This is an optimization exercise on Yosys and OpenROAD, whose aim is small area, not a production implementation.
Only simulation tests tie the RTL to the original design; equivalence was not proved.
Power and IR drop assume default switching activity.

**flow/config.mk**
```make
export PLATFORM = sky130hd
export DESIGN_NAME = alu_exec_top
export DESIGN_NICKNAME = alu_exec_top
export VERILOG_FILES = /design/flow/design.v
export SDC_FILE = /design/flow/constraint.sdc
export NUM_CORES = 4
export LEC_CHECK = 0
export CAP_MARGIN = 20
export CORE_MARGIN = 2
export CORE_UTILIZATION = 40
export SLEW_MARGIN = 20
```
**flow/constraint.sdc**
```tcl
create_clock -name core_clock -period 9.0 [get_ports {clk}]
set_input_delay 1.8000 -clock core_clock [delete_from_list [all_inputs] [get_ports {clk}]]
set_output_delay 1.8000 -clock core_clock [all_outputs]
set_load 0.01 [all_outputs]
```
**flow/design.v**
```verilog
module alu_exec_top (
    input  logic        clk,
    input  logic        rst,             
    input  logic [31:0] immediate,
    input  logic [31:0] operandA,
    input  logic [31:0] operandB,
    input  logic [1:0]  sourceSelect,
    input  logic [1:0]  aluControl,
    output logic [31:0] result,
    output logic [1:0]  compareResult,
    output logic        overflow
);
logic [31:0] imm_q, opa_q, opb_q;
logic [1:0]  sel_q, ctl_q;
logic [31:0] selA, selB;
logic [31:0] alu_result;
logic [1:0]  alu_compare;
logic        alu_overflow;
always_ff @(posedge clk) begin
    if (rst) begin
        imm_q <= 32'h0;
        opa_q <= 32'h0;
        opb_q <= 32'h0;
        sel_q <= 2'b00;
        ctl_q <= 2'b00;
    end else begin
        imm_q <= immediate;
        opa_q <= operandA;
        opb_q <= operandB;
        sel_q <= sourceSelect;
        ctl_q <= aluControl;
    end
end
ALUSourceSelect aluss (
    .immediate(imm_q),
    .operandA(opa_q),
    .operandB(opb_q),
    .sourceSelect(sel_q),
    .resultA(selA),
    .resultB(selB)
);
ALU alu (
    .operandA(selA),
    .operandB(selB),
    .aluControl(ctl_q),
    .result(alu_result),
    .compareResult(alu_compare),
    .overflow(alu_overflow)
);
always_ff @(posedge clk) begin
    if (rst) begin
        result        <= 32'h0;
        overflow      <= 1'b0;
        compareResult <= 2'b00;
    end else if (ctl_q == 2'b10) begin
        compareResult <= alu_compare;
    end else begin
        result        <= alu_result;
        overflow      <= alu_overflow;
    end
end
endmodule

module ALUSourceSelect(
    input logic [31:0] immediate, 
    input logic [31:0] operandA, 
    input logic [31:0] operandB, 
    input logic [1:0] sourceSelect,
    output logic [31:0] resultA, 
     output logic [31:0] resultB
);
always_comb begin
    case (sourceSelect)
        2'b00:begin
           resultA = immediate;
           resultB = immediate;
        end
        2'b01:begin
           resultA = immediate;
           resultB = operandB;
        end
        2'b10:begin
           resultA = operandA;
           resultB = immediate;
        end
        2'b11:begin
           resultA = operandA;
           resultB = operandB;
        end
      endcase
      end
endmodule
module ALU (
    input logic [31:0] operandA,  
    input logic [31:0] operandB,  
    input logic [1:0] aluControl,  
    output logic [31:0] result,  
    output logic [1:0] compareResult,  
    output logic overflow  
);
always_comb begin
    result = 32'h00000000;
    overflow = 1'b0;
    compareResult = 2'b00;
    case (aluControl)
        2'b00: begin
            result = operandA + operandB;
            if ((operandA[31] == operandB[31]) && (result[31] != operandA[31]))
                overflow = 1'b1;
            else
                overflow = 1'b0;
            end
        2'b01: begin
            result = operandA - operandB;
            if ((operandA[31] != operandB[31]) && (result[31] != operandA[31]))
                overflow = 1'b1;
            else
                overflow = 1'b0;
            end
        2'b11: begin
           result = operandA * operandB;
           overflow = 1'b0;
           end
        2'b10: begin
           if (operandA > operandB) 
              compareResult = 2'b10;
           else if (operandA < operandB)
              compareResult = 2'b01;
           else if (operandA == operandB)
              compareResult = 2'b00;
           end       
    endcase
end
endmodule
```
**flow/run.sh**
```bash
#!/bin/bash
# synth_recipe.tcl (not shown) runs the flow's synth.tcl, then flattens the netlist and writes it again
# the make line also repeats each setting of config.mk as NAME=value (left out here)
make -C /OpenROAD-flow-scripts/flow DESIGN_CONFIG=/design/flow/config.mk WORK_HOME=/design/flow/orfs CLKGATE_MAP_FILE= SYNTH_SCRIPT=/design/flow/synth_recipe.tcl finish
```
==> out/results.tsv <==
stage	metric	value	unit
status	status	finished clean	
pwr	powerDensity	216	mW/mm^2
logic_synthesis	ys_types	78	
timing	setup_ws	0.448	ns
logic_synthesis	async_flop_share	0	%
timing	hold_viol_final	0	
setup_path	critical-path-top-delay-family	adder cells	
route	routedWlPerCell	24.1	microns
route	dr_total_vias	19800	
setup_path	cp.arrival	8.85	ns
logic_synthesis	synth_edf_count	0	
cts	cts.sinks	135	
timing	max_freq	117	MHz
timing	fin_tns_setup	0	ns
finish	drive_gt1_share	7.11	%
pwr	ir_drop	0.251	mV
cts	cts_buffers	17	
finish	n_fill_cell	5687	
logic_synthesis	synth_seq_cells	135	
finish	diodes	0	
finish	area.growth.synth_to_final	13.8	%
timing	worst_slew_pin_slew	0.894	ns
grt	gr-usage-all-layers	29.7	%
grt	grt_pass1_vias	21400	
logic_synthesis	syn_nets	3404	
route	routed_wl	87400	microns
route	first_pass_iters	8	
route	drc_errors	0	
setup_path	crit_type	reg -> reg	
logic_synthesis	seq_area_frac_synth	11.5	%
setup_path	startpoint_type	register	
cts	cts_root_buffer	clkbuf_16	
cts	insertion_delay	0.45	ns
worst_hold_path	min_path_type	reg -> reg	
setup_path	cp-startpoint	sel_q[1]	
logic_synthesis	yosysTopAreaCell	fa_1	
grt	grt_pass1_wl	133000	microns
grt	antenna_found_initial	2	
worst_hold_path	worstHoldStart	compareResult[0]	
floorplan	start_util	40.6	%
floorplan	ios	137	
pwr	power_leakage	12.3	nW
setup_path	r2r_start	sel_q[1]	
logic_synthesis	netlist_area	0.0235	sq mm
floorplan	rows	88	
logic_synthesis	yosys-top-cells-area	fa_1 (35%), dfxtp_1 (12%), ha_1 (9.9%)	
timing	final.setup_skew	0.0185	ns
route	ant_nets	0	
logic_synthesis	syn_inst	2706	
logic_synthesis	synth_flop_cell	dfxtp_1	
setup_path	crit_required	9.30	ns
setup_path	worstSetupEndpointType	register	
cts	cts_setup_buffers	0	
timing	min_period	8.55	ns
setup_path	cpMostUsedCell	fa_1	
flow_run	cap_viol_max_count	0	
floorplan	die_x	246	microns
timing	drv_slew	0	
finish	final_cell_mix	inv_1 (452), fa_1 (410), nor2_1 (397), nand2_1 (243), ha_1 (186)	
logic_synthesis	synth_warnings	3	
cts	path_clk_slew	0.06	ns
timing	period_share	95.0	%
finish	layout.nets	3554	
placement	pre_cts_ws	0.504	ns
cts	clockBufferDepth	2	
route	viasPerCell	5.45	
setup_path	max_stage_delay	0.62	ns
route	drt_iter0_markers	1514	
setup_path	slowest_stage	dfxtp_2	
grt	grt_max_degree	100	
timing	max_slew_margin	39.8	%
floorplan	die_y	246	microns
logic_synthesis	synth_top_area_share	35.0	%
cts	hold_buffers	0	
setup_path	critPathBufInv	6	
floorplan	die_area	0.0606	sq mm
logic_synthesis	avgSynthCellArea	8.67	sq um
finish	final_common_cell	inv_1	
timing	setup_violations	0	
placement	port_buffers	136	
setup_path	crit_fanout	15	
floorplan	coreArea	0.0578	sq mm
cts	ctsHtreeMaxLevel	4	
placement	dpl.hpwl	72400	microns
grt	overflow	0	
timing	rsz0062_at_grt	no	
placement	gp_congestion	1.01	
cts	cts_tree	built	
## synthesized netlist by cell type (all sizes together) (15+ instances only)
cell / instances
nor2: 399
nand2: 244
o21a: 15
nand3: 19
nor3: 33
clkinv: 16
dfxtp: 135
xnor2: 88
a21o: 20
mux2: 24
nor2b: 122
o21bai: 16
a211oi: 28
clkbuf: 85
buf: 22
nand2b: 15
o21ai: 51
a21oi: 93
xor2: 15
mux2i: 57
inv: 464
fa: 410
ha: 186
## flip-flops by register name (all words and copies together), names as in the netlist
name and count:
imm_q 32, opa_q 32, opb_q 32, result 32
compareResult 2, ctl_q 2, sel_q 2, overflow 1
## report_power, final
group / internal, mW / switching [mW]
logic: 1.75 / 2.62
clock network: 0.436 / 0.280
registers: 0.650 / 0.0354
## routing by layer
metal	track usage [%]	up-vias	share of wire, %
met5	0	-	0
met4	17.0	0	6.8
li1	-	8719	-
met3	4.80	264	7.7
met2	48.0	958	46
met1	37.7	9862	40
## worst register-to-register path: stages (launching register included)
cell	delay [ns]
dfxtp_2	0.62
mux2i_1	0.30
buf_4	0.34
inv_1	0.26
ha_1	0.34
fa_1	0.57
fa_1	0.46
fa_1	0.53
inv_1	0.05
fa_1	0.47
inv_1	0.04
ha_1	0.27
ha_1	0.30
fa_1	0.52
fa_1	0.46
ha_1	0.33
o21ai_0	0.08
o21bai_1	0.13
a21oi_1	0.13
nor4bb_1	0.38
buf_4	0.19
o21ai_1	0.13
o21ai_0	0.40
buf_4	0.20
a31oi_1	0.13
xnor2_1	0.24
a2111oi_0	0.46
o31ai_1	0.10
## through the flow
stage	instances	instance area (sq um)	hold WS [ns]	total power, mW	utilization [%]
after CTS	3634	26700	0.505	5.71	46.2
final	3634	26700	0.503	5.77	46.2
after global placement	3602	26100	0.487	4.94	45.1
after floorplan	2706	23500	0.511	3.34	-
after detailed placement	3602	26100	0.497	4.97	45.1
after global routing	3634	26700	0.531	6.14	46.2
## path summary, 6_finish.rpt
check	to	slack, ns	depth (start not counted)
max reg2reg	result[30]	0.45	27
max	result[30]	0.45	27
min	compareResult[0]	0.50	1
min reg2reg	compareResult[0]	0.50	1
## timing repair
action | CTS | global route
setup endpoints to repair | 0 | 1
resized for setup | 0 | 1
hold endpoints to repair | 0 | 0
## cell families (layout without fill, tap and decap cells)
group                    Yosys count  in the layout  share of synthesized area (%)
buffers and inverters            587            750                           9.77
XOR/XNOR                         104            104                           3.97
AO/OA/AOI/OAI                    314            314                           8.80
adder cells (fa/ha/maj)          596            596                           44.9
multiplexers                      82             82                           4.33
AND/OR/NAND/NOR                  888            888                           16.7
flip-flops                       135            135                           11.5
## final cells by class
class | count | area, sq um | area share, %
Tap cell | 765 | 957 | 3.58
Inverter | 480 | 1810 | 6.76
Sequential cell | 135 | 2710 | 10.1
Multi-Input combinational cell | 1984 | 18500 | 69.3
Timing Repair Buffer | 238 | 2140 | 8.00
Clock inverter | 15 | 179 | 0.670
Clock buffer | 17 | 425 | 1.59

-- separate check: timing with driven ports --
No port has a modelled driver above. Below, the same layout with a new extraction and two added sets of constraints. Step 1, drivers: a clkbuf_16 drives clk and a buf_2 each remaining input, both assumed. Step 2, shift: input delay + t, output delay - t, t = (earliest + latest rising clock arrival at the registers) / 2. This alone moves slack from input paths to output paths. Slacks: ideal / step 1 / step 2; pairs: ideal / step 1.
t (ns): 0.490
slack for setup (ns): 0.448 / 0.448 / 0.448
clock arrival spread, ns: 0.018 / 0.019
After both steps setup and hold are still met in this run. For this run, drivers alone change the setup slack by 0.000 ns; drivers and shift together by 0.000 ns.
